Context: an optimization exercise on an open-source flow, tuned for small area and a short achievable clock period. The choices shown serve that exercise and are no tape-out recipe.
At most, simulation tests tie the RTL to the original design; equivalence was not proved.
Function not checked in runs 7 and 8: the RTL went through the layout flow alone.
No activity file was given, so power comes from the tool's default toggle rates.

==> design.v <==
module dpram (
    clK,
    wr_EN,
    wr_LO,
    wr_HI,
    wr_DATA,
    rd_LO,
    rd_HI,
    rd_DATA
    );
    parameter DATA = 16;
    parameter ADDR = 5;
    localparam DEPTH = 1 << ADDR;
    localparam GROUPS = DEPTH / 4;
    input  wire              clK;
    input  wire              wr_EN;
    input  wire [3:0]        wr_LO;
    input  wire [GROUPS-1:0] wr_HI;
    input  wire [DATA-1:0]   wr_DATA;
    input  wire [3:0]        rd_LO;
    input  wire [GROUPS-1:0] rd_HI;
    output reg  [DATA-1:0]   rd_DATA;
    reg  [DATA*DEPTH-1:0] Memory;
    wire [DATA*DEPTH-1:0] Memory_nxt;
    wire [DATA-1:0]       rd_mux;
    wire [DEPTH-1:0]      rd_SELn;      
    genvar r, b;
    generate
        for (r = 0; r < DEPTH; r = r + 1) begin : row
            wire we   = wr_EN & wr_LO[r % 4] & wr_HI[r / 4];
            wire hold = ~we;
            assign rd_SELn[r] = ~(rd_LO[r % 4] & rd_HI[r / 4]);
            for (b = 0; b < DATA; b = b + 1) begin : bt
                dpram_wbit wbit (
                    .we(we),
                    .hold(hold),
                    .d(wr_DATA[b]),
                    .q(Memory[r*DATA + b]),
                    .nxt(Memory_nxt[r*DATA + b])
                    );
            end
        end
        for (b = 0; b < DATA; b = b + 1) begin : col
            wire [DEPTH-1:0] bits;
            for (r = 0; r < DEPTH; r = r + 1) begin : pick
                assign bits[r] = Memory[r*DATA + b];
            end
            dpram_rcol #(.DEPTH(DEPTH)) rcol (
                .bits(bits),
                .seln(rd_SELn),
                .y(rd_mux[b])
                );
        end
    endgenerate
    always @(posedge clK) begin
        Memory  <= Memory_nxt;
        rd_DATA <= rd_mux;
    end
endmodule
module dpram_wbit (we, hold, d, q, nxt);
    input  wire we;
    input  wire hold;
    input  wire d;
    input  wire q;
    output wire nxt;
    assign nxt = (d & we) | (q & hold);
endmodule
module dpram_rcol (bits, seln, y);
    parameter DEPTH = 32;
    input  wire [DEPTH-1:0] bits;
    input  wire [DEPTH-1:0] seln;
    output wire             y;
    assign y = &(bits | seln);
endmodule
module fifo (
    clK,
    fifo_WR,
    fifo_IN,
    fifo_RD,
    fifo_OUT,
    rsT,
    statuS
    );
    parameter DATA = 16;
    parameter ADDR = 5;
    localparam DEPTH = 1 << ADDR;
    localparam GROUPS = DEPTH / 4;
    input clK;
    input  wire              fifo_WR;
    input  wire [DATA-1:0]   fifo_IN;
    input  wire              fifo_RD;
    output wire [DATA-1:0]   fifo_OUT;
    input  wire              rsT;
    output wire [1:0]        statuS;
    reg         [3:0]        Write_Lo;
    reg         [GROUPS-1:0] Write_Hi;
    reg         [3:0]        Read_Lo;
    reg         [GROUPS-1:0] Read_Hi;
    reg         [1:0]        Diff;
    dpram #(.DATA(DATA), .ADDR(ADDR)) Fifomem (
        .clK(clK),
        .wr_EN(fifo_WR),
        .wr_LO(Write_Lo),
        .wr_HI(Write_Hi),
        .wr_DATA(fifo_IN),
        .rd_LO(Read_Lo),
        .rd_HI(Read_Hi),
        .rd_DATA(fifo_OUT)
        );
    assign statuS = Diff;
    always @(posedge clK) begin
        if (rsT) begin
            Write_Lo <= 4'b0001;
            Write_Hi <= {{(GROUPS-1){1'b0}}, 1'b1};
            Read_Lo  <= 4'b0001;
            Read_Hi  <= {{(GROUPS-1){1'b0}}, 1'b1};
            Diff     <= 0;
        end
        else begin
            if (fifo_WR) begin
                Write_Lo <= {Write_Lo[2:0], Write_Lo[3]};
                if (Write_Lo[3])
                    Write_Hi <= {Write_Hi[GROUPS-2:0], Write_Hi[GROUPS-1]};
            end
            if (fifo_RD) begin
                Read_Lo <= {Read_Lo[2:0], Read_Lo[3]};
                if (Read_Lo[3])
                    Read_Hi <= {Read_Hi[GROUPS-2:0], Read_Hi[GROUPS-1]};
            end
            if (fifo_WR & ~fifo_RD)
                Diff <= Diff + 1'b1;
            else if (fifo_RD & ~fifo_WR)
                Diff <= Diff - 1'b1;
        end
    end
endmodule
==> run.sh <==
#!/bin/bash
# synth_recipe.tcl (not shown) runs the flow's synth.tcl, then flattens the netlist and writes it again
# the make line also repeats each setting of config.mk as NAME=value (left out here)
make -C /OpenROAD-flow-scripts/flow DESIGN_CONFIG=/design/flow/config.mk WORK_HOME=/design/flow/orfs CLKGATE_MAP_FILE= SYNTH_SCRIPT=/design/flow/synth_recipe.tcl finish
==> config.mk <==
export PLATFORM = sky130hd
export DESIGN_NAME = fifo
export DESIGN_NICKNAME = fifo
export VERILOG_FILES = /design/flow/design.v
export SDC_FILE = /design/flow/constraint.sdc
export NUM_CORES = 4
export LEC_CHECK = 0
export CAP_MARGIN = 20
export CORE_MARGIN = 2
export CORE_UTILIZATION = 75
export SETUP_SLACK_MARGIN = 1.3
export SLEW_MARGIN = 20
export SYNTH_HIERARCHICAL = 1
==> constraint.sdc <==
create_clock -name core_clock -period 3.0 [get_ports {clK}]
set_input_delay 0.6000 -clock core_clock [delete_from_list [all_inputs] [get_ports {clK}]]
set_output_delay 0.6000 -clock core_clock [all_outputs]
set_load 0.01 [all_outputs]
==> run notes, run 1 <==
global-route wire length before repair=95,100 um; worst-case clock buffer depth=3; Hold-fix buffers, CTS=0; CP max FO=16; Setup crit end kind=register; Worst-Margin Slew=roughly 0.95 ns; Antenna diodes=0; Std-Cell Rows=slightly below 60; MaxCap Viol Count=0; grt ovf=0; layout cell share with drive strength beyond 1=about an eighth; placed cells=between 2,000 and 2,500; GRT Total Usage=46.2%; hpwl dp=roughly 35,000 um; drt drc=0; slowest cell on the critical path=dfxtp_4; core footprint=0.0250 sq mm; Final min period=1.73 ns; Gate power share=between 5 and 6%; period utilisation layout=between 50 and 60%; I/O Pins=38; Worst Hold Class=register to register; hold path start=Fifomem.Memory[369]; final hold viol count=0; sequential cell area=between 0.01 and 0.015 sq mm; clk root buf=clkbuf_16; Final Skew=0.0199 ns; RSZ-0062 raised after global routing=false; clk sink count=about 550; P_sw=~3.5 mW; CP cell instances=nand2_4 -> o22ai_1 -> nor2_1 -> nand4_1 -> nor2_1; cell-internal power=11.9 mW; Max Freq=577 MHz; reg-to-reg slack, setup=about 1.3 ns; Worst Hold Endpoint=Fifomem.Memory[369]; path depth of the worst reg2reg path=5; Clock transition at path regs=roughly 0.06 ns; synthesized area per cell=between 10 and 15 sq um; H-tree depth=2; CP max stage delay=roughly 0.44 ns; Startpoint Class=register; wire per inst=29.0 um; CP dominant cell by count=nor2_1; initial drt markers=approximately 2,600; Final Non-Filler Cells=2,147; Warnings, synthesis=8; Seq pwr share=between 50 and 60%; starting density of the core=roughly three quarters; clock latency at the later pin of the worst-skew pair=0.57 ns; clock share of power=43.9%; drt first pass iters=8; Req. time, crit path=between 3 and 4 ns; Filler cells=around 1,200; DRT antenna net count=0; # setup viols final=0; Die H=around 160 um; Layout area overhead=15.2%; Seq/Total Area, Yosys=58.6%; Post-layout nets=1,802; Num CTS Buffers=52; Peak VDD IR=between 0.6 and 0.7 mV; Port Buffers=37; number of global-route vias before repair=about 16,000; DIE AREA=0.0265 sq mm; hold depth=1; TNS Setup=0 ns; Synth Cell Area=0.0189 sq mm; Crit Path Class=register to register; largest net degree at the start of global routing=33; Synthesized Nets=1,714; CTS tree=built; Rel. slew slack=around 37%; Synth Instances=between 1,500 and 2,000; Total Routed Length=62,300 um; Critical Path AT=roughly 2.2 ns; initial antenna violation count=0; DIE WIDTH=between 150 and 200 um; Leak=between 9 and 10 nW; status=complete, no violations; reg2reg start=Read_Lo[1]; Pins Over Slew Limit=0; via count=17,100; Vias/cell=~8.0; flops & latches, synth=between 500 and 600; Switching Share=22.8%; power density over the cells=just over 700 mW/mm^2; GPL Wtd Cong=0.959; Netlist cell types=21; Multi-input gate area=~0.008 sq mm; RR Endpoint=Fifomem.rd_DATA[12]
-- power by group through the flow --
stage | combinational, mW | sequential [mW] | clock [mW]
2_1_floorplan | 0.390 | 7.94 | 0
3_3_place_gp | 0.746 | 7.96 | 0
3_5_place_dp | 0.778 | 7.98 | 0
4_1_cts | 0.782 | 7.85 | 6.66
5_1_grt | 0.833 | 7.87 | 6.98
6_report | 0.803 | 7.85 | 6.76
-- per-layer routing --
metal  vias up  global-route usage, %  share of wire, %
li1       7040                      -                 -
met1      8207                   58.3                36
met2      1477                   71.9                45
met3       354                   8.45                11
met4         0                   32.6               8.3
met5         -                      0                 0
-- final cells by class --
class / instances / area share, %
Inverter: 2 / 0.0344
Sequential cell: 554 / 51.0
Multi-Input combinational cell: 1115 / 37.1
Tap cell: 330 / 1.89
Clock inverter: 14 / 0.820
Timing Repair Buffer: 56 / 1.97
Clock buffer: 76 / 7.16
-- worst max path at each step --
stage | from | to | slack (ns)
global placement | fifo_WR | Fifomem.Memory[276] | 0.71
finish | Read_Lo[1] | Fifomem.rd_DATA[12] | 1.27
global route | fifo_WR | Fifomem.Memory[253] | 1.29
detailed placement | fifo_WR | Fifomem.Memory[309] | 0.62
floorplan | fifo_RD | Diff[1] | 1.41
CTS | Read_Hi[4] | Fifomem.rd_DATA[15] | 1.23
-- kinds of logic (layout without fill, tap and decap cells) --
| group | after synthesis | in the layout | synth area share (%) |
|---|---|---|---|
| xor+xnor | 2 | 2 | 0.0925 |
| flops | 554 | 554 | 58.6 |
| buf+inv | 24 | 148 | 0.859 |
| fa+ha+maj | 1 | 1 | 0.0661 |
| mux | 6 | 6 | 0.317 |
| compound gates | 786 | 786 | 32.6 |
| simple gates | 320 | 320 | 7.48 |
-- per-stage QoR --
step                      utilization [%]  instance area (sq um)  setup slack (ns)  hold WS, ns  total power, mW
after CTS                            87.4                  21800              1.23        0.477             15.3
after global placement               78.9                  19700             0.712        0.456             8.71
after floorplan                         -                  18900              1.41        0.443             8.33
after detailed placement             78.9                  19700             0.621        0.456             8.75
final                                87.4                  21800              1.27        0.475             15.4
after global routing                 87.4                  21800              1.29        0.484             15.7
-- synth_stat cells (all sizes together) --
cell / instances / area share (%)
nand3: 32 / 0.85
dfxtp: 554 / 59
xor2: 2 / 0.093
and2: 2 / 0.066
o22ai: 256 / 8.5
clkbuf: 5 / 0.099
o21ai: 1 / 0.026
nand2: 68 / 1.3
and3: 32 / 1.1
nand3b: 2 / 0.079
buf: 17 / 0.72
mux2i: 6 / 0.32
ha: 1 / 0.066
or3: 1 / 0.033
inv: 2 / 0.040
nand4: 32 / 1.1
a21oi: 17 / 0.45
nor2: 151 / 3.0
a22o: 512 / 24
-- modules after synthesis, one instance, submodules excluded, excerpt --
module,flops+latches,cells inside
fifo,26,110
dpram_wbit,0,1
-- cell usage in the layout (no fill, tap or decap), types with 3 or more instances in the layout --
cell type,count
a21oi_1,17
and3_1,3
nor2_2,4
nand2_1,36
a22o_1,512
clkinv_2,7
bufinv_16,4
nor2_1,147
o22ai_1,256
clkbuf_8,15
nand3_2,30
dfxtp_1,536
clkbuf_2,4
buf_4,20
clkbuf_16,53
mux2i_1,6
nand4_1,32
buf_2,13
dfxtp_4,4
nand2_2,9
clkdlybuf4s50_1,17
clkbuf_1,8
and3_2,29
nand2_4,23
dfxtp_2,14
-- sequential cells by signal, summed over array words and instances, names as in the netlist --
register	cells
Fifomem.rd_DATA	16
Write_Hi	8
Read_Hi	8
Fifomem.Memory	512
Read_Lo	4
Write_Lo	4
Diff	2
-- critical path: cells and delay by family, from the launching register on --
family	cells	cell delay, ns
compound gates	1	0.14
flops	1	0.44
simple gates	4	1.05
-- what timing repair did --
item	in CTS	in global routing
hold endpoints to repair	0	0
pin swaps	0	3
buffers inserted	1	0
gates cloned	0	0
setup endpoints to repair	546	275
gates resized for setup	174	39
==> run 2, diff against run 1 <==
--- a/config.mk
+++ b/config.mk
@@ -9,3 +9,5 @@
 export CORE_MARGIN = 2
-export CORE_UTILIZATION = 75
+export CORE_UTILIZATION = 65
+export CTS_CLUSTER_DIAMETER = 50
+export CTS_CLUSTER_SIZE = 20
 export SETUP_SLACK_MARGIN = 1.3
==> run notes, run 2 <==
status=complete, no violations (unchanged); most common cell in the netlist=dfxtp_1 (unchanged); Final min period=1.75 ns (was 1.73 ns); drt drc=0 (unchanged); hold depth=1 (unchanged); synthesized area per cell=11.2 sq um (unchanged); final hold viol count=0 (unchanged); hold path start=Fifomem.Memory[31] (was Fifomem.Memory[369]); Pins Over Slew Limit=0 (unchanged); DIE AREA=0.0305 sq mm (was 0.0265 sq mm); Synth top area share=58.6% (unchanged); Netlist cell types=21 (unchanged); via count=16,200 (was 17,100); path depth of the worst reg2reg path=6 (was 5); grt ovf=0 (unchanged); register bank with the most flops=Fifomem.Memory (unchanged); commonest non-fill, non-tap cells in the layout=dfxtp_1, a22o_1, o22ai_1, nor2_1, clkbuf_16 (unchanged); DIE WIDTH=175 um (was 163 um); Post-layout nets=1,793 (was 1,802); power density over the cells=674 mW/mm^2 (was 707 mW/mm^2); initial antenna violation count=0 (unchanged); period utilisation layout=58.2% (was 57.7%); Critical Path AT=2.22 ns (about the same); top_reg_cell synth=dfxtp_1 (unchanged); Std-Cell Rows=62 (was 58); Final Skew=0.0152 ns (was 0.0199 ns); Post-synth EDFFs=0 (unchanged); Rel. slew slack=34.3% (was 36.6%); clk sink count=554 (unchanged); Filler cells=1,970 (was 1,214); Worst-Margin Slew=0.985 ns (was 0.948 ns); Setup crit end kind=register (unchanged); I/O Pins=38 (unchanged); WL met2=26,400 um (was 27,800 um); crit path from=Read_Lo[0] (was Read_Lo[1]); clock latency at the later pin of the worst-skew pair=0.55 ns (was 0.57 ns); uppermost layer routed=met4 (unchanged); Startpoint Class=register (unchanged); Layout area overhead=13.9% (was 15.2%); Antenna diodes=0 (unchanged); Warnings, synthesis=8 (unchanged); Req. time, crit path=3.48 ns (about the same); layout cell share with drive strength beyond 1=12.2% (was 12.9%); starting density of the core=66.0% (was 75.9%); Num CTS Buffers=41 (was 52); H-tree depth=2 (unchanged); Crit Path Class=register to register (unchanged); hpwl dp=35,100 um (was 34,900 um); initial drt markers=1,993 (was 2,612); TNS Setup=0 ns (unchanged); reg2reg start=Read_Lo[0] (was Read_Lo[1]); Synth Cell Area=0.0189 sq mm (unchanged); Peak VDD IR=0.547 mV (was 0.682 mV); Vias/cell=7.41 (was 7.95); drt first pass iters=7 (was 8); GPL Wtd Cong=0.895 (was 0.959); Clock transition at path regs=0.07 ns (was 0.06 ns); number of global-route vias before repair=15,200 (was 16,500); Max Freq=572 MHz (was 577 MHz); clk root buf=clkbuf_16 (unchanged); metal3 WL=5160 um (was 7040 um); sequential cell area=0.0111 sq mm (unchanged); # setup viols final=0 (unchanged); worst-case clock buffer depth=3 (unchanged); area leader, netlist=dfxtp_1 (unchanged); Synthesized Nets=1,714 (unchanged); Synth Instances=1,693 (unchanged); Port Buffers=37 (unchanged); Area after DPL=0.0197 sq mm (about the same); max reg flops=512 (unchanged); RSZ-0062 raised after global routing=true (was false); flops & latches, synth=554 (unchanged); DRT antenna net count=0 (unchanged); Leak=8.86 nW (was 9.03 nW); most common cell after layout, fill and taps aside=dfxtp_1 (unchanged); Worst Hold Class=register to register (unchanged); met1 WL=23,800 um (was 22,300 um); MaxCap Viol Count=0 (unchanged); Die H=175 um (was 163 um); CTS tree=built (unchanged); Multi-input gate area=0.00810 sq mm (about the same); Design Area, Final=0.0216 sq mm (was 0.0218 sq mm); CP max FO=16 (unchanged); largest net degree at the start of global routing=59 (was 33); wire per inst=26.8 um (was 29.0 um); core footprint=0.0287 sq mm (was 0.0250 sq mm); GRT Total Usage=37.3% (was 46.2%); Post-synth top cells=dfxtp_1, a22o_1, o22ai_1, nor2_1, nand2_1 (unchanged); Synth area leaders=dfxtp_1, a22o_1, o22ai_1 (unchanged); global-route wire length before repair=89,400 um (was 95,100 um); Seq/Total Area, Yosys=58.6% (unchanged); largest registers=Fifomem.Memory (512), Fifomem.rd_DATA (16) (unchanged); fraction of registers with async set/reset=0% (unchanged); Total Routed Length=58,600 um (was 62,300 um)
run 2: repair_timing:
item	CTS	global route
setup buffers	2	2
endpoints found under the hold margin	0	0
hold buffers	0	0
cloned	1	0
endpoints found under the setup margin	546	220
resized for setup	141	46
pin swaps	5	4
run 2: layer usage:
layer,track usage (%),vias to the layer above
li1,-,6997
met1,50.9,8027
met4,18.6,0
met2,58.6,985
met3,4.98,173
met5,0,-
run 2: cell families after synthesis:
group | count (synthesis) | synth area share, %
adder cells (fa/ha/maj) | 1 | 0.0661
AND/OR/NAND/NOR | 320 | 7.48
buffers and inverters | 24 | 0.859
flip-flops | 554 | 58.6
AO/OA/AOI/OAI | 786 | 32.6
XOR/XNOR | 2 | 0.0925
multiplexers | 6 | 0.317
run 2: worst paths after layout:
| path | end | slack (ns) |
|---|---|---|
| setup / recovery | Fifomem.rd_DATA[7] | 1.25 |
| hold / removal | Fifomem.Memory[31] | 0.48 |
| setup reg to reg | Fifomem.rd_DATA[7] | 1.25 |
| hold reg to reg | Fifomem.Memory[31] | 0.48 |
run 2: per-stage QoR:
step / utilization, % / setup WS (ns) / instances / total power, mW / hold slack [ns]
final: 75.1 / 1.25 / 2184 / 14.5 / 0.477
after global routing: 75.1 / 1.26 / 2184 / 14.9 / 0.487
after CTS: 74.8 / 1.05 / 2182 / 14.5 / 0.480
after detailed placement: 68.6 / 0.761 / 2108 / 8.73 / 0.455
after global placement: 68.6 / 0.802 / 2108 / 8.71 / 0.456
after floorplan: - / 1.41 / 1693 / 8.33 / 0.443
run 2: power breakdown:
group          internal [mW]  switching, mW
Combinational          0.321          0.455
Sequential              7.64          0.188
Clock                   3.20           2.74
run 2: critical path, cell delays in order, from the launching register on:
cell and delay [ns]:
dfxtp_4 0.43, nand2_1 0.11, buf_4 0.25, o22ai_1 0.14
nor2_1 0.23, nand4_1 0.31, nor2_1 0.20
run 2: modules after synthesis, one instance, submodules excluded, excerpt:
module | cell area [sq um] | cells | copies in the design | flops+latches
fifo | 942 | 110 | 1 | 26
dpram_wbit | 8.76 | 1 | 512 | 0
run 2: final cells by class:
type / instances / area share [%]
Inverter: 2 / 0.0348
Tap cell: 384 / 2.23
Clock inverter: 28 / 1.76
Sequential cell: 554 / 51.6
Multi-Input combinational cell: 1116 / 37.5
Timing Repair Buffer: 57 / 2.02
Clock buffer: 43 / 4.84
==> run 3, diff against run 2 <==
--- a/config.mk
+++ b/config.mk
@@ -9,3 +9,3 @@
 export CORE_MARGIN = 2
-export CORE_UTILIZATION = 65
+export CORE_UTILIZATION = 75
 export CTS_CLUSTER_DIAMETER = 50
@@ -13,3 +13,3 @@
 export SETUP_SLACK_MARGIN = 1.3
-export SLEW_MARGIN = 20
+export SLEW_MARGIN = 75
 export SYNTH_HIERARCHICAL = 1
==> run notes, run 3 <==
status=complete, no violations (unchanged); Post-synth EDFFs=0 (unchanged); most common cell after layout, fill and taps aside=dfxtp_1 (unchanged); clk root buf=clkbuf_16 (unchanged); RSZ-0062 raised after global routing=true (unchanged); CTS tree=built (unchanged); most common cell in the netlist=dfxtp_1 (unchanged); RR Endpoint=Fifomem.rd_DATA[4] (was Fifomem.rd_DATA[7]); metal3 WL=6950 um (was 5160 um); Final WS setup=1.19 ns (was 1.25 ns); Post-layout nets=1,795 (was 1,793); Multi-input gate area=0.00840 sq mm (was 0.00810 sq mm); Pins Over Slew Limit=0 (unchanged); crit path from=Read_Lo[2] (was Read_Lo[0]); drt first pass iters=8 (was 7); critical path endpoint=Fifomem.rd_DATA[4] (was Fifomem.rd_DATA[7]); reg-to-reg slack, setup=1.19 ns (was 1.25 ns); Peak VDD IR=0.634 mV (was 0.547 mV); largest net degree at the start of global routing=33 (was 59); clk sink count=554 (unchanged); Final Skew=0.0199 ns (was 0.0152 ns); Port Buffers=37 (unchanged); starting density of the core=75.9% (was 66.0%); Synth Instances=1,693 (unchanged); global-route wire length before repair=92,500 um (was 89,400 um); MaxCap Viol Count=0 (unchanged); Rel. slew slack=68.9% (was 34.3%); Layout area overhead=15.5% (was 13.9%); Req. time, crit path=3.48 ns (about the same); hpwl dp=35,400 um (was 35,100 um); Crit Path Class=register to register (unchanged); period utilisation layout=60.2% (was 58.2%); Worst Hold Class=primary input to register (was register to register); Total Routed Length=61,700 um (was 58,600 um); Netlist cell types=21 (unchanged); clock latency at the later pin of the worst-skew pair=0.56 ns (was 0.55 ns); Seq/Total Area, Yosys=58.6% (unchanged); initial drt markers=2,858 (was 1,993); Min Hold Slack=0.403 ns (was 0.477 ns); Hold-fix buffers, CTS=0 (unchanged); Post-synth top cells=dfxtp_1, a22o_1, o22ai_1, nor2_1, nand2_1 (unchanged); Num CTS Buffers=39 (was 41); Die H=163 um (was 175 um); layout cell share with drive strength beyond 1=13.6% (was 12.2%); initial antenna violation count=0 (unchanged); drt drc=0 (unchanged); Leak=8.91 nW (was 8.86 nW); Synth top area share=58.6% (unchanged); register bank with the most flops=Fifomem.Memory (unchanged); number of global-route vias before repair=16,100 (was 15,200); path depth of the worst reg2reg path=5 (was 6); max reg flops=512 (unchanged); Filler cells=1,180 (was 1,970); final hold viol count=0 (unchanged); fraction of registers with async set/reset=0% (unchanged); H-tree depth=2 (unchanged); GRT Total Usage=44.8% (was 37.3%); Synth Cell Area=0.0189 sq mm (unchanged); Placement Setup Slack=0.725 ns (was 0.761 ns); WL met2=27,200 um (was 26,400 um); Worst-Margin Slew=0.464 ns (was 0.985 ns); Clock transition at path regs=0.08 ns (was 0.07 ns); core footprint=0.0250 sq mm (was 0.0287 sq mm); Vias/cell=7.97 (was 7.41); TNS Setup=0 ns (unchanged); Warnings, synthesis=8 (unchanged); DIE WIDTH=163 um (was 175 um); Max Freq=553 MHz (was 572 MHz); Std-Cell Rows=58 (was 62); DRT antenna net count=0 (unchanged); Final min period=1.81 ns (was 1.75 ns); via count=17,000 (was 16,200); grt ovf=0 (unchanged); worst-case clock buffer depth=3 (unchanged); # setup viols final=0 (unchanged); largest registers=Fifomem.Memory (512), Fifomem.rd_DATA (16) (unchanged); CP max FO=16 (unchanged); Design Area, Final=0.0219 sq mm (was 0.0216 sq mm); power density over the cells=656 mW/mm^2 (was 674 mW/mm^2); Synthesized Nets=1,714 (unchanged); reg2reg start=Read_Lo[2] (was Read_Lo[0]); met1 WL=22,000 um (was 23,800 um); sequential cell area=0.0112 sq mm (was 0.0111 sq mm); area leader, netlist=dfxtp_1 (unchanged); Setup crit end kind=register (unchanged); Synth area leaders=dfxtp_1, a22o_1, o22ai_1 (unchanged); GPL Wtd Cong=0.959 (was 0.895); top_reg_cell synth=dfxtp_1 (unchanged); uppermost layer routed=met5 (was met4); flops & latches, synth=554 (unchanged); Final Power=14.3 mW (was 14.5 mW); Antenna diodes=0 (unchanged); DIE AREA=0.0265 sq mm (was 0.0305 sq mm); commonest non-fill, non-tap cells in the layout=dfxtp_1, a22o_1, o22ai_1, nor2_1, clkbuf_16 (unchanged); wire per inst=29.0 um (was 26.8 um); Startpoint Class=register (unchanged); Critical Path AT=2.29 ns (was 2.22 ns); I/O Pins=38 (unchanged); synthesized area per cell=11.2 sq um (unchanged); Area after DPL=0.0203 sq mm (was 0.0197 sq mm)
==> run 3: cell counts after synthesis <==
Identical to the previous run, type by type.
==> run 3: layout make-up <==
type	count	share of cell area, %
multi-input cells	1115	38.4
clock buffers	48	5.05
well taps	330	1.89
inverters	2	0.0343
clock inverters	18	1.01
repair buffers	62	2.57
flip-flops and latches	554	51.0
==> run 3: critical path: stages (launching register included) <==
cell and delay, ns:
dfxtp_4 0.44, nand2_4 0.22, o22ai_1 0.14, nor2_1 0.40
nand4_1 0.34, nor2_1 0.19
==> run 3: how the worst min path moves through the flow <==
| stage | start | to | slack (ns) | cells past startpoint |
|---|---|---|---|---|
| 4_1_cts | rsT | Read_Hi[6] | 0.39 | 2 |
| 6_report | rsT | Diff[0] | 0.40 | 2 |
| 3_5_place_dp | Fifomem.Memory[394] | Fifomem.Memory[394] | 0.46 | 1 |
| 3_3_place_gp | Fifomem.Memory[311] | Fifomem.Memory[311] | 0.46 | 1 |
| 2_1_floorplan | Fifomem.Memory[16] | Fifomem.Memory[16] | 0.44 | 1 |
| 5_1_grt | rsT | Write_Lo[1] | 0.43 | 2 |
==> run 3: logic make-up after synthesis <==
family | synth area share (%)
AND/OR/NAND/NOR | 7.48
XOR/XNOR | 0.0925
buffers and inverters | 0.859
flip-flops | 58.6
AO/OA/AOI/OAI | 32.6
adder cells (fa/ha/maj) | 0.0661
multiplexers | 0.317
==> run 3: per-stage QoR <==
step                      cells  utilization (%)
after global placement     2056             78.9
after detailed placement   2056             81.5
after CTS                  2123             87.1
after global routing       2129             87.6
final                      2129             87.6
after floorplan            1693                -
==> run 3: timing repair <==
item / 4_1_cts / 5_1_grt
pin swaps: 1 / 4
setup buffers: 1 / 0
setup endpoints to repair: 30 / 20
gates resized for setup: 73 / 19
==> run 3: Yosys stat by module (local to each module, per instance), a selection <==
module | times used | cells
dpram_wbit | 512 | 1
fifo | 1 | 110
==> run 3: layer usage <==
| layer | track usage (%) | vias to the layer above |
|---|---|---|
| met5 | 0 | - |
| met4 | 33.7 | 2 |
| met3 | 9.07 | 390 |
| met2 | 68.6 | 1416 |
| met1 | 56.2 | 8138 |
| li1 | - | 7032 |
==> run 3: where the power goes <==
part	internal [mW]	total (mW)	leakage (nW)	switching [mW]
clock network	2.94	5.66	0.640	2.72
logic	0.346	0.845	3.77	0.498
registers	7.63	7.83	4.50	0.203
==> run 4, diff against run 3 <==
--- a/config.mk
+++ b/config.mk
@@ -12,4 +12,4 @@
 export CTS_CLUSTER_SIZE = 20
-export SETUP_SLACK_MARGIN = 1.3
-export SLEW_MARGIN = 75
+export SETUP_SLACK_MARGIN = 1.38
+export SLEW_MARGIN = 20
 export SYNTH_HIERARCHICAL = 1
==> run notes, run 4 <==
status=complete, no violations (unchanged); Final min period=1.71 ns (was 1.81 ns); layout cell share with drive strength beyond 1=12.5% (was 13.6%); MaxCap Viol Count=0 (unchanged); Filler cells=1,312 (was 1,180); drt first pass iters=7 (was 8); max reg flops=512 (unchanged); DRT antenna net count=0 (unchanged); drt drc=0 (unchanged); Area after DPL=0.0197 sq mm (was 0.0203 sq mm); CTS tree=built (unchanged); top_reg_cell synth=dfxtp_1 (unchanged); Netlist cell types=21 (unchanged); Vias/cell=7.83 (was 7.97); Synth Cell Area=0.0189 sq mm (unchanged); power density over the cells=669 mW/mm^2 (was 656 mW/mm^2); hpwl dp=34,900 um (was 35,400 um); initial antenna violation count=2 (was 0); final hold viol count=0 (unchanged); via count=16,700 (was 17,000); wire per inst=28.2 um (was 29.0 um); Min Hold Slack=0.478 ns (was 0.403 ns); Hold-fix buffers, CTS=0 (unchanged); clock latency at the later pin of the worst-skew pair=0.55 ns (was 0.56 ns); Total Routed Length=60,000 um (was 61,700 um); largest registers=Fifomem.Memory (512), Fifomem.rd_DATA (16) (unchanged); GRT Total Usage=44.1% (was 44.8%); Peak VDD IR=0.627 mV (was 0.634 mV); CP max FO=11 (was 16); Synthesized Nets=1,714 (unchanged); Critical Path AT=2.16 ns (was 2.29 ns); Leak=8.82 nW (was 8.91 nW); Rel. slew slack=40.3% (was 68.9%); Clock transition at path regs=0.08 ns (about the same); fraction of registers with async set/reset=0% (unchanged); global-route wire length before repair=91,100 um (was 92,500 um); number of global-route vias before repair=15,800 (was 16,100); I/O Pins=38 (unchanged); Design Area, Final=0.0215 sq mm (was 0.0219 sq mm); Setup crit end kind=register (unchanged); grt ovf=0 (unchanged); Layout area overhead=13.5% (was 15.5%); period utilisation layout=57.0% (was 60.2%); Crit Path Class=register to register (unchanged); Post-synth EDFFs=0 (unchanged); H-tree depth=2 (unchanged); RSZ-0062 raised after global routing=true (unchanged); Seq/Total Area, Yosys=58.6% (unchanged); Startpoint Class=register (unchanged); # setup viols final=0 (unchanged); TNS Setup=0 ns (unchanged); Die H=163 um (unchanged); clk root buf=clkbuf_16 (unchanged); Worst Hold Class=register to register (was primary input to register); most common cell in the netlist=dfxtp_1 (unchanged); Max Freq=585 MHz (was 553 MHz); initial drt markers=2,654 (was 2,858); Port Buffers=37 (unchanged); Std-Cell Rows=58 (unchanged); largest net degree at the start of global routing=33 (unchanged); Synth Instances=1,693 (unchanged); core footprint=0.0250 sq mm (unchanged); clk sink count=554 (unchanged); Warnings, synthesis=8 (unchanged); register bank with the most flops=Fifomem.Memory (unchanged); Num CTS Buffers=38 (was 39); commonest non-fill, non-tap cells in the layout=dfxtp_1, a22o_1, o22ai_1, nor2_1, clkbuf_16 (unchanged); most common cell after layout, fill and taps aside=dfxtp_1 (unchanged); DIE WIDTH=163 um (unchanged); Pins Over Slew Limit=0 (unchanged); flops & latches, synth=554 (unchanged); Synth area leaders=dfxtp_1, a22o_1, o22ai_1 (unchanged); Synth top area share=58.6% (unchanged); synthesized area per cell=11.2 sq um (unchanged); Worst-Margin Slew=0.893 ns (was 0.464 ns); area leader, netlist=dfxtp_1 (unchanged); Final Skew=0.0252 ns (was 0.0199 ns); DIE AREA=0.0265 sq mm (unchanged); starting density of the core=75.9% (unchanged); Post-layout nets=1,789 (was 1,795); Req. time, crit path=3.46 ns (was 3.48 ns); GPL Wtd Cong=0.959 (unchanged); Post-synth top cells=dfxtp_1, a22o_1, o22ai_1, nor2_1, nand2_1 (unchanged); worst-case clock buffer depth=3 (unchanged)
-- run 4: cell counts after synthesis --
Identical to the previous run, type by type.
-- run 4: layout make-up --
cell class / count / area, sq um / share of cell area [%]
diodes: 2 / 5.00 / 0.0233
clock buffers: 50 / 1110 / 5.16
clock inverters: 16 / 246 / 1.15
inverters: 2 / 7.51 / 0.0349
multi-input cells: 1115 / 8130 / 37.8
flip-flops and latches: 554 / 11100 / 51.8
well taps: 330 / 413 / 1.92
repair buffers: 57 / 448 / 2.08
-- run 4: final timing paths --
check / from / slack [ns] / cells after the start / to
min: Fifomem.Memory[363] / 0.48 / 1 / Fifomem.Memory[363]
min reg2reg: Fifomem.Memory[363] / 0.48 / 1 / Fifomem.Memory[363]
max: Read_Lo[3] / 1.29 / 6 / Fifomem.rd_DATA[13]
max reg2reg: Read_Lo[3] / 1.29 / 6 / Fifomem.rd_DATA[13]
-- run 4: metal layers --
layer | vias to the layer above | share of wire (%) | global-route usage [%]
met4 | 0 | 7.9 | 29.7
met1 | 8077 | 37 | 56.9
met5 | - | 0 | 0.189
li1 | 7005 | - | -
met2 | 1255 | 44 | 67.6
met3 | 318 | 11 | 8.51
-- run 4: modules after synthesis (local to each module, per instance), excerpt --
module	cells inside	cell area (sq um)	copies in the design
fifo	110	942	1
dpram_wbit	1	8.76	512
-- run 4: cell families after synthesis --
group | Yosys count | synth area share (%)
AO/OA/AOI/OAI | 786 | 32.6
flip-flops | 554 | 58.6
AND/OR/NAND/NOR | 320 | 7.48
buffers and inverters | 24 | 0.859
multiplexers | 6 | 0.317
XOR/XNOR | 2 | 0.0925
adder cells (fa/ha/maj) | 1 | 0.0661
-- run 4: report_power, final --
group	leakage (nW)	switching [mW]	internal (mW)
Sequential	4.50	0.203	7.64
Clock	0.665	2.65	3.09
Combinational	3.65	0.470	0.328
-- run 4: stage by stage --
stage | setup WS [ns] | utilization (%) | std cells | total power, mW
finish | 1.29 | 86.1 | 2126 | 14.4
global route | 1.28 | 86.1 | 2124 | 14.6
CTS | 1.38 | 85.8 | 2124 | 14.2
detailed placement | 0.621 | 78.9 | 2056 | 8.75
global placement | 0.712 | 78.9 | 2056 | 8.71
floorplan | 1.41 | - | 1693 | 8.33
-- run 4: critical path, stage by stage (launching register included) --
cell and delay, ns:
dfxtp_4 0.45, nand2_4 0.14, buf_12 0.14, o22ai_1 0.08
nor2_1 0.29, nand4_1 0.28, nor2_1 0.22
-- run 4: what timing repair did --
item	in CTS	in global routing
setup endpoints to repair	547	259
setup buffers	2	0
gates resized for setup	215	18
pin swaps	2	1
==> run 5, diff against run 4 <==
--- a/config.mk
+++ b/config.mk
@@ -10,5 +10,6 @@
 export CORE_UTILIZATION = 75
+export CTS_BUF_LIST = sky130_fd_sc_hd__clkbuf_8
 export CTS_CLUSTER_DIAMETER = 50
 export CTS_CLUSTER_SIZE = 20
-export SETUP_SLACK_MARGIN = 1.38
+export SETUP_SLACK_MARGIN = 1.3
 export SLEW_MARGIN = 20
==> run notes, run 5 <==
via count=16,500 (was 16,700); power density over the cells=619 mW/mm^2 (was 669 mW/mm^2); Leak=8.64 nW (was 8.82 nW); Synth area leaders=dfxtp_1, a22o_1, o22ai_1 (unchanged); WL met2=26,200 um (was 26,600 um); Post-synth EDFFs=0 (unchanged); largest net degree at the start of global routing=33 (unchanged); drt drc=0 (unchanged); Peak VDD IR=0.577 mV (was 0.627 mV); CP cell instances=nand2_4 -> o22ai_1 -> nor2_1 -> nand4_1 -> nor2_1 (was nand2_4 -> buf_12 -> o22ai_1 -> nor2_1 -> nand4_1 -> nor2_1); I/O Pins=38 (unchanged); Synth Instances=1,693 (unchanged); Total Routed Length=58,500 um (was 60,000 um); H-tree depth=2 (unchanged); uppermost layer routed=met4 (unchanged); Vias/cell=7.73 (was 7.83); reg2reg start=Read_Lo[3] (unchanged); largest registers=Fifomem.Memory (512), Fifomem.rd_DATA (16) (unchanged); most common cell in the netlist=dfxtp_1 (unchanged); Critical Path AT=2.28 ns (was 2.16 ns); largest family of logic cells by synthesized area=compound AO/OA/AOI/OAI gates (unchanged); CP dominant cell by count=nor2_1 (unchanged); hold path start=fifo_RD (was Fifomem.Memory[363]); final hold viol count=0 (unchanged); clk root buf=clkbuf_8 (was clkbuf_16); Crit Path Class=register to register (unchanged); metal3 WL=6130 um (was 6630 um); Hold-fix buffers, CTS=0 (unchanged); top_reg_cell synth=dfxtp_1 (unchanged); Netlist cell types=21 (unchanged); cell-internal power=9.86 mW (was 11.1 mW); Warnings, synthesis=8 (unchanged); Gate power share=6.1% (was 5.6%); number of global-route vias before repair=15,500 (was 15,800); Num CTS Buffers=38 (unchanged); GPL Wtd Cong=0.959 (unchanged); met1 WL=21,700 um (was 22,000 um); Req. time, crit path=3.50 ns (was 3.46 ns); Synth Area in Simple Gates=7.48% (unchanged); initial antenna violation count=0 (was 2); most common cell after layout, fill and taps aside=dfxtp_1 (unchanged); worst-case clock buffer depth=3 (unchanged); Design Area, Final=0.0210 sq mm (was 0.0215 sq mm); Die H=163 um (unchanged); GRT Total Usage=42.9% (was 44.1%); wire per inst=27.5 um (was 28.2 um); synthesized area per cell=11.2 sq um (unchanged); Final min period=1.78 ns (was 1.71 ns); Antenna diodes=0 (was 2); DIE AREA=0.0265 sq mm (unchanged); post-synthesis adder-cell area fraction=0.0661% (unchanged); Synth top area share=58.6% (unchanged); path depth of the worst reg2reg path=5 (was 6); area leader, netlist=dfxtp_1 (unchanged); Seq pwr share=60.3% (was 54.5%); compound-gate portion of the synthesized area=32.6% (unchanged); Synthesized Nets=1,714 (unchanged); Buf/Inv on CP=0 (was 1); Synth Cell Area=0.0189 sq mm (unchanged); Setup crit end kind=register (unchanged); Area after DPL=0.0197 sq mm (unchanged); period utilisation layout=59.2% (was 57.0%); grt ovf=0 (unchanged); clk sink count=554 (unchanged); Worst Hold Endpoint=Read_Lo[3] (was Fifomem.Memory[363]); hpwl dp=34,900 um (unchanged); core footprint=0.0250 sq mm (unchanged); CP delay by family, top=simple AND/OR/NAND/NOR gates (unchanged); Max Freq=563 MHz (was 585 MHz); Worst-Margin Slew=0.893 ns (about the same); hold depth=3 (was 1); Layout area overhead=10.9% (was 13.5%); Clock transition at path regs=0.12 ns (was 0.08 ns); Pins Over Slew Limit=0 (unchanged); drt first pass iters=6 (was 7); Final Skew=0.0271 ns (was 0.0252 ns); slowest cell on the critical path=dfxtp_4 (unchanged); clock share of power=33.6% (was 39.9%); starting density of the core=75.9% (unchanged); fraction of registers with async set/reset=0% (unchanged); CP max stage delay=0.45 ns (about the same); Switching Share=24.1% (was 23.1%); # setup viols final=0 (unchanged); RSZ-0062 raised after global routing=true (unchanged); Worst Hold Class=primary input to register (was register to register); RR Endpoint=Fifomem.rd_DATA[0] (was Fifomem.rd_DATA[13]); clock latency at the later pin of the worst-skew pair=0.61 ns (was 0.55 ns); Rel. slew slack=40.3% (about the same); fraction of synthesized area in multiplexers=0.317% (unchanged); layout cell share with drive strength beyond 1=12.6% (was 12.5%); global-route wire length before repair=88,900 um (was 91,100 um); MaxCap Viol Count=0 (unchanged); P_sw=3.13 mW (was 3.33 mW); initial drt markers=2,724 (was 2,654); DRT antenna net count=0 (unchanged); status=complete, no violations (unchanged); TNS Setup=0 ns (unchanged); Final WS setup=1.22 ns (was 1.29 ns); reg-to-reg slack, setup=1.22 ns (was 1.29 ns); max reg flops=512 (unchanged); Post-layout nets=1,793 (was 1,789); commonest non-fill, non-tap cells in the layout=dfxtp_1, a22o_1, o22ai_1, nor2_1, clkbuf_8 (was dfxtp_1, a22o_1, o22ai_1, nor2_1, clkbuf_16); register bank with the most flops=Fifomem.Memory (unchanged); CTS tree=built (unchanged); DIE WIDTH=163 um (unchanged); CP max FO=16 (was 11); Post-synth top cells=dfxtp_1, a22o_1, o22ai_1, nor2_1, nand2_1 (unchanged); Seq/Total Area, Yosys=58.6% (unchanged); Std-Cell Rows=58 (unchanged); Port Buffers=37 (unchanged); Startpoint Class=register (unchanged); xor/xnor share of the synthesized area=0.0925% (unchanged); Placement Setup Slack=0.621 ns (unchanged); flops & latches, synth=554 (unchanged)
==> run 5: cell counts after synthesis <==
Identical to the previous run, type by type.
==> run 5: logic make-up after synthesis <==
family | after synthesis
adder cells (fa/ha/maj) | 1
AND/OR/NAND/NOR | 320
flip-flops | 554
buffers and inverters | 24
multiplexers | 6
XOR/XNOR | 2
AO/OA/AOI/OAI | 786
==> run 5: metal layers <==
layer,up-vias,track usage (%)
met5,-,0
met4,0,28.4
met3,309,7.03
met2,1225,65.5
met1,7911,56.6
li1,7006,-
==> run 5: worst max path at each step <==
stage | cells after the start | to | startpoint
after CTS | 2 | Fifomem.Memory[198] | Write_Lo[0]
final | 5 | Fifomem.rd_DATA[0] | Read_Lo[3]
after global routing | 1 | statuS[0] | Diff[0]
after global placement | 4 | Fifomem.Memory[276] | fifo_WR
after detailed placement | 4 | Fifomem.Memory[309] | fifo_WR
after floorplan | 5 | Diff[1] | fifo_RD
==> run 5: per-stage QoR <==
stage / util (%) / cells / power [mW] / hold slack, ns
floorplan: - / 1693 / 8.33 / 0.443
global placement: 78.9 / 2056 / 8.71 / 0.456
detailed placement: 78.9 / 2056 / 8.75 / 0.456
CTS: 83.4 / 2122 / 12.9 / 0.487
global route: 84.1 / 2128 / 13.3 / 0.498
finish: 84.1 / 2128 / 13.0 / 0.475
==> run 5: power groups by stage <==
stage | combinational [mW] | clock, mW | sequential [mW]
after floorplan | 0.390 | 0 | 7.94
after global placement | 0.746 | 0 | 7.96
after detailed placement | 0.778 | 0 | 7.98
after CTS | 0.749 | 4.30 | 7.83
after global routing | 0.821 | 4.56 | 7.87
final | 0.792 | 4.36 | 7.84
==> run 5: what timing repair did <==
action	CTS	global route
pin swaps	0	4
gates resized for setup	170	53
setup endpoints to repair	546	436
setup buffers	0	6
==> run 5: tightest hold or removal path, stage by stage <==
cell            delay [ns]
dlymetal6s2s_1        0.21
mux2i_1               0.15
nor2_1                0.08
==> run 5: layout make-up <==
class | instances | area, sq um
Tap cell | 330 | 413
Clock inverter | 20 | 262
Multi-Input combinational cell | 1115 | 8080
Sequential cell | 554 | 11100
Fill cell | 1447 | 3970
Timing Repair Buffer | 61 | 467
Clock buffer | 46 | 633
Inverter | 2 | 7.51
==> run 5: Yosys stat by module (local to each module, per instance), a selection <==
module	area (sq um)	times used	flip-flops and latches	cells inside
dpram_wbit	8.76	512	0	1
fifo	942	1	26	110
==> run 6, diff against run 5 <==
--- a/config.mk
+++ b/config.mk
@@ -10,3 +10,2 @@
 export CORE_UTILIZATION = 75
-export CTS_BUF_LIST = sky130_fd_sc_hd__clkbuf_8
 export CTS_CLUSTER_DIAMETER = 50
==> run notes, run 6 <==
crit path from=Read_Lo[2] (was Read_Lo[3]); Hold-fix buffers, CTS=0 (unchanged); compound-gate portion of the synthesized area=32.6% (unchanged); placed cells=2,056 (unchanged); Placement Setup Slack=0.621 ns (unchanged); max reg flops=512 (unchanged); Buf/Inv on CP=0 (unchanged); Clock transition at path regs=0.08 ns (was 0.12 ns); top_reg_cell synth=dfxtp_1 (unchanged); flops & latches, synth=554 (unchanged); Final Skew=0.0158 ns (was 0.0271 ns); Startpoint Class=register (unchanged); commonest non-fill, non-tap cells in the layout=dfxtp_1, a22o_1, o22ai_1, nor2_1, clkbuf_16 (was dfxtp_1, a22o_1, o22ai_1, nor2_1, clkbuf_8); Worst-Margin Slew=0.900 ns (was 0.893 ns); CP dominant cell by count=nor2_1 (unchanged); worst-case clock buffer depth=3 (unchanged); starting density of the core=75.9% (unchanged); GRT Total Usage=43.5% (was 42.9%); Leak=8.81 nW (was 8.64 nW); CP max stage delay=0.44 ns (was 0.45 ns); Die H=163 um (unchanged); CTS tree=built (unchanged); wire per inst=28.1 um (was 27.5 um); Layout area overhead=13.3% (was 10.9%); number of global-route vias before repair=15,700 (was 15,500); Vias/cell=7.82 (was 7.73); Filler cells=1,333 (was 1,447); initial antenna violation count=0 (unchanged); final hold viol count=0 (unchanged); Antenna diodes=0 (unchanged); CP delay by family, top=simple AND/OR/NAND/NOR gates (unchanged); Critical Path AT=2.21 ns (was 2.28 ns); sequential cell area=0.0111 sq mm (about the same); Synthesized Nets=1,714 (unchanged); Synth Instances=1,693 (unchanged); Multi-input gate area=0.00810 sq mm (was 0.00808 sq mm); hpwl dp=34,900 um (unchanged); DRT antenna net count=0 (unchanged); largest registers=Fifomem.Memory (512), Fifomem.rd_DATA (16) (unchanged); slowest cell on the critical path=dfxtp_4 (unchanged); largest family of logic cells by synthesized area=compound AO/OA/AOI/OAI gates (unchanged); Setup crit end kind=register (unchanged); Req. time, crit path=3.45 ns (was 3.50 ns); via count=16,600 (was 16,500); Min Hold Slack=0.477 ns (was 0.475 ns); Final WS setup=1.24 ns (was 1.22 ns); largest net degree at the start of global routing=33 (unchanged); reg2reg start=Read_Lo[2] (was Read_Lo[3]); GPL Wtd Cong=0.959 (unchanged); clk root buf=clkbuf_16 (was clkbuf_8); # setup viols final=0 (unchanged); Pins Over Slew Limit=0 (unchanged); drt drc=0 (unchanged); Num CTS Buffers=38 (unchanged); final core utilization=85.9% (was 84.1%); I/O Pins=38 (unchanged); MaxCap Viol Count=0 (unchanged); Total Routed Length=59,600 um (was 58,500 um); Peak VDD IR=0.623 mV (was 0.577 mV); Synth Area in Simple Gates=7.48% (unchanged); CP max FO=16 (unchanged); Post-synth top cells=dfxtp_1, a22o_1, o22ai_1, nor2_1, nand2_1 (unchanged); global-route wire length before repair=89,900 um (was 88,900 um); Crit Path Class=register to register (unchanged); xor/xnor share of the synthesized area=0.0925% (unchanged); drt first pass iters=6 (unchanged); layout cell share with drive strength beyond 1=11.8% (was 12.6%); Warnings, synthesis=8 (unchanged); post-synthesis adder-cell area fraction=0.0661% (unchanged); H-tree depth=2 (unchanged); status=complete, no violations (unchanged); Port Buffers=37 (unchanged); grt ovf=0 (unchanged); fraction of synthesized area in multiplexers=0.317% (unchanged); Synth top area share=58.6% (unchanged); DIE AREA=0.0265 sq mm (unchanged); Synth Cell Area=0.0189 sq mm (unchanged); hold path start=Fifomem.Memory[64] (was fifo_RD); initial drt markers=2,656 (was 2,724); Netlist cell types=21 (unchanged); core footprint=0.0250 sq mm (unchanged); most common cell in the netlist=dfxtp_1 (unchanged); clock latency at the later pin of the worst-skew pair=0.55 ns (was 0.61 ns); Post-layout nets=1,788 (was 1,793); Std-Cell Rows=58 (unchanged); Seq/Total Area, Yosys=58.6% (unchanged); clk sink count=554 (unchanged); Final Non-Filler Cells=2,123 (was 2,128); Final min period=1.76 ns (was 1.78 ns); synthesized area per cell=11.2 sq um (unchanged); register bank with the most flops=Fifomem.Memory (unchanged); period utilisation layout=58.6% (was 59.2%); most common cell after layout, fill and taps aside=dfxtp_1 (unchanged); Rel. slew slack=39.8% (was 40.3%); Max Freq=568 MHz (was 563 MHz); DIE WIDTH=163 um (unchanged); fraction of registers with async set/reset=0% (unchanged); Worst Hold Class=register to register (was primary input to register); Post-synth EDFFs=0 (unchanged); TNS Setup=0 ns (unchanged); Synth area leaders=dfxtp_1, a22o_1, o22ai_1 (unchanged); RSZ-0062 raised after global routing=false (was true); power density over the cells=670 mW/mm^2 (was 619 mW/mm^2); CP cell instances=nand2_4 -> o22ai_1 -> nor2_1 -> nand4_1 -> nor2_1 (unchanged); area leader, netlist=dfxtp_1 (unchanged)
-- run 6: cell counts after synthesis --
No cell type changed its count.
-- run 6: what timing repair did --
| item | in CTS | in global routing |
|---|---|---|
| setup buffers | 1 | 0 |
| setup endpoints to repair | 547 | 373 |
| gates resized for setup | 141 | 59 |
| endpoints found under the hold margin | 0 | 0 |
| gates cloned | 0 | 0 |
| pin swaps | 1 | 2 |
-- run 6: modules after synthesis (local to each module, per instance), excerpt --
module | flops+latches | area, sq um | cells inside | copies in the design
dpram_wbit | 0 | 8.76 | 1 | 512
fifo | 26 | 942 | 110 | 1
-- run 6: cell type report --
type / instances / area share (%)
well taps: 330 / 1.92
repair buffers: 56 / 2.11
multi-input cells: 1115 / 37.8
flip-flops and latches: 554 / 51.9
inverters: 2 / 0.0350
clock inverters: 16 / 1.15
clock buffers: 50 / 5.17
-- run 6: final timing paths --
path | to | slack (ns) | cells after the start
worst max-delay path | Fifomem.rd_DATA[0] | 1.24 | 5
worst min-delay path | Fifomem.Memory[64] | 0.48 | 1
worst max register to register | Fifomem.rd_DATA[0] | 1.24 | 5
worst min register to register | Fifomem.Memory[64] | 0.48 | 1
-- run 6: kinds of logic (layout without fill, tap and decap cells) --
logic type | after synthesis | after routing
xor gates and xnor gates | 2 | 2
adders and majority gates | 1 | 1
muxes | 6 | 6
DFF | 554 | 554
buffers and inverters | 24 | 124
AOI/OAI and AO/OA | 786 | 786
and+or+nand+nor | 320 | 320
-- run 6: report_power, final --
part           switching, mW  internal [mW]
registers              0.200           7.64
logic                  0.470          0.332
clock network           2.64           3.09
-- run 6: through the flow --
step	instance area, sq um	total power [mW]
final	21500	14.4
after global routing	21500	14.6
after CTS	21400	14.3
after detailed placement	19700	8.75
after global placement	19700	8.71
after floorplan	18900	8.33
-- run 6: layer usage --
| layer | up-vias | track usage, % | routed length, um |
|---|---|---|---|
| met2 | 1305 | 65.5 | 26300 |
| met5 | - | 0 | 0 |
| li1 | 6999 | - | - |
| met1 | 8009 | 56.7 | 21900 |
| met3 | 286 | 7.26 | 6560 |
| met4 | 0 | 32.1 | 4770 |
==> run 7, diff against run 6 <==
--- a/design.v
+++ b/design.v
@@ -26,6 +26,14 @@
     wire [DEPTH-1:0]      rd_SELn;      
-    genvar r, b;
+    wire [GROUPS-1:0]     wr_grp;
+    genvar r, b, g;
     generate
+        for (g = 0; g < GROUPS; g = g + 1) begin : grp
+            dpram_wgrp wgrp (
+                .en(wr_EN),
+                .sel(wr_HI[g]),
+                .we(wr_grp[g])
+                );
+        end
         for (r = 0; r < DEPTH; r = r + 1) begin : row
-            wire we   = wr_EN & wr_LO[r % 4] & wr_HI[r / 4];
+            wire we   = wr_grp[r / 4] & wr_LO[r % 4];
             wire hold = ~we;
@@ -58,2 +66,8 @@
     end
+endmodule
+module dpram_wgrp (en, sel, we);
+    input  wire en;
+    input  wire sel;
+    output wire we;
+    assign we = en & sel;
 endmodule
==> run notes, run 7 <==
Final min period=1.78 ns (was 1.76 ns); CP max stage delay=0.44 ns (about the same); Vias/cell=7.78 (was 7.82); Pins Over Slew Limit=0 (unchanged); most common cell after layout, fill and taps aside=dfxtp_1 (unchanged); Peak VDD IR=0.602 mV (was 0.623 mV); worst-case clock buffer depth=3 (unchanged); Seq/Total Area, Yosys=58.7% (was 58.6%); Final WS setup=1.22 ns (was 1.24 ns); Final Non-Filler Cells=2,165 (was 2,123); Synth Instances=1,694 (was 1,693); Rel. slew slack=41.6% (was 39.8%); Max Freq=562 MHz (was 568 MHz); reg-to-reg slack, setup=1.22 ns (was 1.24 ns); drt drc=0 (unchanged); DRT antenna net count=0 (unchanged); clk root buf=clkbuf_16 (unchanged); Critical Path AT=2.25 ns (was 2.21 ns); CP max FO=16 (unchanged); hpwl dp=35,000 um (was 34,900 um); drt first pass iters=6 (unchanged); global-route wire length before repair=91,100 um (was 89,900 um); layout cell share with drive strength beyond 1=12.4% (was 11.8%); DIE AREA=0.0265 sq mm (about the same); Synth Cell Area=0.0189 sq mm (about the same); placed cells=2,095 (was 2,056); clk sink count=554 (unchanged); final core utilization=86.7% (was 85.9%); initial drt markers=2,696 (was 2,656); Synthesized Nets=1,715 (was 1,714); Setup crit end kind=register (unchanged); period utilisation layout=59.3% (was 58.6%); CP cell instances=nand2_4 -> o22ai_1 -> nor2_2 -> nand4_1 -> nor2_1 (was nand2_4 -> o22ai_1 -> nor2_1 -> nand4_1 -> nor2_1); slowest cell on the critical path=dfxtp_1 (was dfxtp_4); Area after DPL=0.0199 sq mm (was 0.0197 sq mm); largest net degree at the start of global routing=33 (unchanged); top_reg_cell synth=dfxtp_1 (unchanged); Synth top area share=58.7% (was 58.6%); Leak=9.10 nW (was 8.81 nW); flops & latches, synth=554 (unchanged); number of global-route vias before repair=16,000 (was 15,700); Worst-Margin Slew=0.873 ns (was 0.900 ns); Crit Path Class=register to register (unchanged); Netlist cell types=20 (was 21); RSZ-0062 raised after global routing=true (was false); most common cell in the netlist=dfxtp_1 (unchanged); CTS tree=built (unchanged); MaxCap Viol Count=0 (unchanged); core footprint=0.0250 sq mm (unchanged); max reg flops=512 (unchanged); Post-layout nets=1,833 (was 1,788); area leader, netlist=dfxtp_1 (unchanged); Total Routed Length=61,200 um (was 59,600 um); DIE WIDTH=163 um (about the same); Die H=163 um (about the same); GRT Total Usage=44.0% (was 43.5%); Worst Hold Class=primary input to register (was register to register); Design Area, Final=0.0216 sq mm (was 0.0215 sq mm); H-tree depth=2 (unchanged); Warnings, synthesis=8 (unchanged); via count=16,800 (was 16,600); Port Buffers=37 (unchanged); synthesized area per cell=11.2 sq um (about the same); Startpoint Class=register (unchanged); Synth area leaders=dfxtp_1, a22o_1, o22ai_1 (unchanged); starting density of the core=75.7% (was 75.9%); GPL Wtd Cong=0.970 (was 0.959); commonest non-fill, non-tap cells in the layout=dfxtp_1, a22o_1, o22ai_1, nor2_1, nand2_1 (was dfxtp_1, a22o_1, o22ai_1, nor2_1, clkbuf_16); register bank with the most flops=Fifomem.Memory (unchanged); TNS Setup=0 ns (unchanged); Post-synth EDFFs=0 (unchanged); Hold-fix buffers, CTS=0 (unchanged); fraction of registers with async set/reset=0% (unchanged); Req. time, crit path=3.47 ns (was 3.45 ns); clock latency at the later pin of the worst-skew pair=0.56 ns (was 0.55 ns); Layout area overhead=14.5% (was 13.3%); power density over the cells=653 mW/mm^2 (was 670 mW/mm^2); status=complete, no violations (unchanged); Post-synth top cells=dfxtp_1, a22o_1, o22ai_1, nor2_1, nand2_1 (unchanged); grt ovf=0 (unchanged); wire per inst=28.3 um (was 28.1 um); initial antenna violation count=0 (unchanged); Num CTS Buffers=39 (was 38); # setup viols final=0 (unchanged); Clock transition at path regs=0.08 ns (about the same); Final Power=14.1 mW (was 14.4 mW); Final Skew=0.0177 ns (was 0.0158 ns); Placement Setup Slack=0.406 ns (was 0.621 ns); Min Hold Slack=0.446 ns (was 0.477 ns); Std-Cell Rows=58 (unchanged); largest registers=Fifomem.Memory (512), Fifomem.rd_DATA (16) (unchanged); final hold viol count=0 (unchanged); I/O Pins=38 (unchanged)
==> run 7: cell count changes in the layout (fill, tap and decap cells not counted), sizes merged, moves of 3 or more <==
cell	change
and3	-32
clkbuf	-6
and2	+40
nand2	+32
buf	+37
inv	+5
bufinv	-3
nand3	-32
==> run 7: modules after synthesis, one instance, submodules excluded, a selection <==
module	flops+latches	cells
dpram_wbit	0	1
dpram_wgrp	0	1
fifo	26	110
==> run 7: cell families after synthesis <==
family	share of synthesized area, %
DFF	58.7
buffers and inverters	0.589
AOI/OAI and AO/OA	32.7
adders and majority gates	0.0662
and+or+nand+nor	7.57
muxes	0.318
xor gates and xnor gates	0.0927
==> run 7: final cells by class <==
| class | count | area (sq um) |
|---|---|---|
| clock buffer | 45 | 1070 |
| timing repair buffer | 92 | 773 |
| tap | 330 | 413 |
| multi-input combinational | 1123 | 8050 |
| sequential | 554 | 11100 |
| clock inverter | 18 | 199 |
| antenna | 1 | 2.50 |
| inverter | 2 | 7.51 |
| fill | 1250 | 3330 |
==> run 7: path summary, 6_finish.rpt <==
check,startpoint,endpoint,depth (start not counted)
setup reg to reg,Read_Hi[7],Fifomem.rd_DATA[14],5
hold / removal,fifo_WR,Write_Lo[0],4
setup / recovery,Read_Hi[7],Fifomem.rd_DATA[14],5
hold reg to reg,Write_Hi[5],Write_Hi[6],2
==> run 7: report_power, final <==
group          internal, mW  switching, mW
Combinational         0.331          0.460
Clock                  2.80           2.69
Sequential             7.64          0.205
==> run 7: critical path, delay by kind of cell (launching register included) <==
family / cells / cell delay [ns]
simple gates: 4 / 1.08
flops: 1 / 0.44
compound gates: 1 / 0.17
==> run 7: repair_timing <==
item,in CTS,in global routing
cloned,0,1
pin swaps,1,3
gates resized for setup,163,50
setup endpoints to repair,540,383
setup buffers,1,4
==> run 7: layer usage <==
metal	vias to the layer above	wire length, um	share of wire [%]	track usage (%)
met4	0	4800	7.8	30.9
met3	323	6700	11	8.17
met2	1366	27600	45	67.7
met1	8115	22100	36	56.4
met5	-	0	0	0
li1	7035	-	-	-
==> run 8, diff against run 7 <==
--- a/config.mk
+++ b/config.mk
@@ -9,6 +9,6 @@
 export CORE_MARGIN = 2
-export CORE_UTILIZATION = 75
+export CORE_UTILIZATION = 70
 export CTS_CLUSTER_DIAMETER = 50
 export CTS_CLUSTER_SIZE = 20
-export SETUP_SLACK_MARGIN = 1.3
+export SETUP_SLACK_MARGIN = 1.35
 export SLEW_MARGIN = 20
==> run notes, run 8 <==
CP max stage delay=0.45 ns (was 0.44 ns); DRT antenna net count=0 (unchanged); largest net degree at the start of global routing=33 (unchanged); power density over the cells=655 mW/mm^2 (was 653 mW/mm^2); clk root buf=clkbuf_16 (unchanged); GRT Total Usage=40.7% (was 44.0%); Worst Hold Class=register to register (was primary input to register); Leak=9.03 nW (was 9.10 nW); Synth top area share=58.7% (unchanged); period utilisation layout=57.0% (was 59.3%); Synth Cell Area=0.0189 sq mm (unchanged); Antenna diodes=0 (was 1); # setup viols final=0 (unchanged); Rel. slew slack=34.2% (was 41.6%); slowest cell on the critical path=dfxtp_4 (was dfxtp_1); CP dominant cell by count=nor2_1; Std-Cell Rows=60 (was 58); starting density of the core=70.7% (was 75.7%); I/O Pins=38 (unchanged); number of global-route vias before repair=15,300 (was 16,000); Peak VDD IR=0.695 mV (was 0.602 mV); grt ovf=0 (unchanged); initial antenna violation count=0 (unchanged); Vias/cell=7.44 (was 7.78); hpwl dp=35,200 um (was 35,000 um); max reg flops=512 (unchanged); wire per inst=27.0 um (was 28.3 um); Final Power=14.2 mW (was 14.1 mW); initial drt markers=2,036 (was 2,696); Final Non-Filler Cells=2,192 (was 2,165); Layout area overhead=14.7% (was 14.5%); DIE WIDTH=168 um (was 163 um); Synth Instances=1,694 (unchanged); largest registers=Fifomem.Memory (512), Fifomem.rd_DATA (16) (unchanged); drt drc=0 (unchanged); Total Routed Length=59,200 um (was 61,200 um); RSZ-0062 raised after global routing=true (unchanged); Seq/Total Area, Yosys=58.7% (unchanged); placed cells=2,119 (was 2,095); most common cell in the netlist=dfxtp_1 (unchanged); area leader, netlist=dfxtp_1 (unchanged); Setup crit end kind=register (unchanged); Port Buffers=37 (unchanged); Filler cells=1,623 (was 1,250); flops & latches, synth=554 (unchanged); Crit Path Class=register to register (unchanged); via count=16,300 (was 16,800); core footprint=0.0267 sq mm (was 0.0250 sq mm); Max Freq=585 MHz (was 562 MHz); Critical Path AT=2.15 ns (was 2.25 ns); global-route wire length before repair=90,000 um (was 91,100 um); GPL Wtd Cong=0.915 (was 0.970); CTS tree=built (unchanged); commonest non-fill, non-tap cells in the layout=dfxtp_1, a22o_1, o22ai_1, nor2_1, buf_4 (was dfxtp_1, a22o_1, o22ai_1, nor2_1, nand2_1); Startpoint Class=register (unchanged); Num CTS Buffers=39 (unchanged); final hold viol count=0 (unchanged); CP max FO=16 (unchanged); final core utilization=81.1% (was 86.7%); synthesized area per cell=11.2 sq um (unchanged); Synth area leaders=dfxtp_1, a22o_1, o22ai_1 (unchanged); Clock transition at path regs=0.08 ns (about the same); path depth of the worst reg2reg path=5 (unchanged); clock latency at the later pin of the worst-skew pair=0.55 ns (was 0.56 ns); status=complete, no violations (unchanged); fraction of registers with async set/reset=0% (unchanged); TNS Setup=0 ns (unchanged); most common cell after layout, fill and taps aside=dfxtp_1 (unchanged); Post-synth top cells=dfxtp_1, a22o_1, o22ai_1, nor2_1, nand2_1 (unchanged); Warnings, synthesis=8 (unchanged); Final min period=1.71 ns (was 1.78 ns); Synthesized Nets=1,715 (unchanged); hold depth=2 (was 4); Final Skew=0.0198 ns (was 0.0177 ns); Req. time, crit path=3.44 ns (was 3.47 ns); Post-layout nets=1,844 (was 1,833); worst-case clock buffer depth=3 (unchanged); Pins Over Slew Limit=0 (unchanged); drt first pass iters=7 (was 6); clk sink count=554 (unchanged); Netlist cell types=20 (unchanged); H-tree depth=2 (unchanged); Die H=168 um (was 163 um); layout cell share with drive strength beyond 1=12.8% (was 12.4%); MaxCap Viol Count=0 (unchanged); DIE AREA=0.0283 sq mm (was 0.0265 sq mm); CP cell instances=nand2_4 -> o22ai_1 -> nor2_1 -> nand4_1 -> nor2_1 (was nand2_4 -> o22ai_1 -> nor2_2 -> nand4_1 -> nor2_1); Worst-Margin Slew=0.987 ns (was 0.873 ns); register bank with the most flops=Fifomem.Memory (unchanged); Post-synth EDFFs=0 (unchanged); top_reg_cell synth=dfxtp_1 (unchanged)
## run 8: changes by cell type in the layout (fill, tap and decap cells not counted), sizes merged, moves of 2 or more
cell / change
buf: +26
clkbuf: -2
clkdlybuf4s15: -5
clkdlybuf4s50: -3
clkinv: +3
clkinvlp: +2
inv: -5
## run 8: layout make-up
class                           instances  area (sq um)  share of cell area, %
Inverter                                2          7.51                 0.0346
Tap cell                              341           427                   1.97
Clock buffer                           50          1110                   5.12
Timing Repair Buffer                  102           759                   3.50
Sequential cell                       554         11100                   51.3
Clock inverter                         19           226                   1.04
Multi-Input combinational cell       1124          8030                   37.0
## run 8: per-stage QoR
stage	hold slack [ns]	instance area (sq um)	setup slack (ns)
after floorplan	0.440	18900	1.41
after global placement	0.453	20000	0.495
after detailed placement	0.455	20000	0.452
after CTS	0.471	21600	1.31
after global routing	0.486	21700	1.25
final	0.473	21700	1.29
## run 8: what timing repair did
action,in CTS,in global routing
resized for setup,157,37
pin swaps,0,4
hold buffers,0,0
setup buffers,1,2
cloned,1,0
endpoints found under the setup margin,536,203
## run 8: worst paths after layout
path,slack [ns],from,endpoint
setup / recovery,1.29,Read_Lo[2],Fifomem.rd_DATA[5]
hold / removal,0.47,Write_Hi[1],Write_Hi[1]
setup reg to reg,1.29,Read_Lo[2],Fifomem.rd_DATA[5]
hold reg to reg,0.47,Write_Hi[1],Write_Hi[1]
## run 8: worst max-delay path, delay by kind of cell, from the launching register on
family          cells  cell delay [ns]
simple gates        4             1.02
flops               1             0.45
compound gates      1             0.12
## run 8: kinds of logic after synthesis
family / share of synthesized area (%)
flip-flops: 58.7
AO/OA/AOI/OAI: 32.7
multiplexers: 0.318
buffers and inverters: 0.589
AND/OR/NAND/NOR: 7.57
adder cells (fa/ha/maj): 0.0662
XOR/XNOR: 0.0927
## run 8: layer usage
metal	vias up	global-route usage [%]	part of all wire, %
met2	1151	62.0	44
met3	243	7.43	11
li1	7074	-	-
met5	-	0	0
met4	0	24.9	7.2
met1	7830	54.3	38
## run 8: where the power goes
part	total [mW]	switching [mW]	internal, mW	leakage (nW)
Sequential	7.82	0.186	7.64	4.50
Combinational	0.799	0.472	0.327	3.89
Clock	5.59	2.65	2.94	0.640
## run 8: Yosys stat by module (local to each module, per instance), excerpt
module / flops+latches / cells inside / cell area, sq um
dpram_wbit: 0 / 1 / 8.76
dpram_wgrp: 0 / 1 / 6.26
fifo: 26 / 110 / 942

port drivers added, routing unchanged:
The flow's constraints put no driver on any port. The routed layouts listed below were extracted and timed again, unchanged, in two steps.
Step 1: set_driving_cell puts a clkbuf_16 on clK and a buf_2 on each other input, an assumption about the parent block.
Step 2, shift: input delay + t, output delay - t, t = (earliest + latest rising clock arrival at the registers) / 2. This alone moves slack from input paths to output paths.
a / b / c = ideal ports / drivers / drivers and shift; a / b = the first two.
| run | t, ns | setup slack, ns | worst setup path after step 2 | slew at the worst register clock pin (ns) |
|---|---|---|---|---|
| run 1 | 0.615 | 1.268 / 1.254 / 0.704 | input to register | 0.07 / 0.07 |
| run 2 | 0.593 | 1.253 / 1.253 / 0.731 | input to register | 0.08 / 0.08 |
| run 3 | 0.601 | 1.193 / 1.193 / 0.843 | input to register | 0.09 / 0.09 |
| run 4 | 0.597 | 1.291 / 1.291 / 0.775 | input to register | 0.08 / 0.08 |
| run 5 | 0.637 | 1.223 / 1.223 / 0.757 | input to register | 0.12 / 0.12 |
| run 6 | 0.596 | 1.241 / 1.241 / 0.741 | input to register | 0.08 / 0.08 |
| run 7 | 0.602 | 1.222 / 1.222 / 0.886 | input to register | 0.08 / 0.08 |
| run 8 | 0.593 | 1.290 / 1.290 / 0.934 | input to register | 0.08 / 0.08 |
After both steps every run listed still meets setup and hold. For run 1, which loses most, drivers alone change the setup slack by -0.014 ns; drivers and shift together by -0.564 ns.
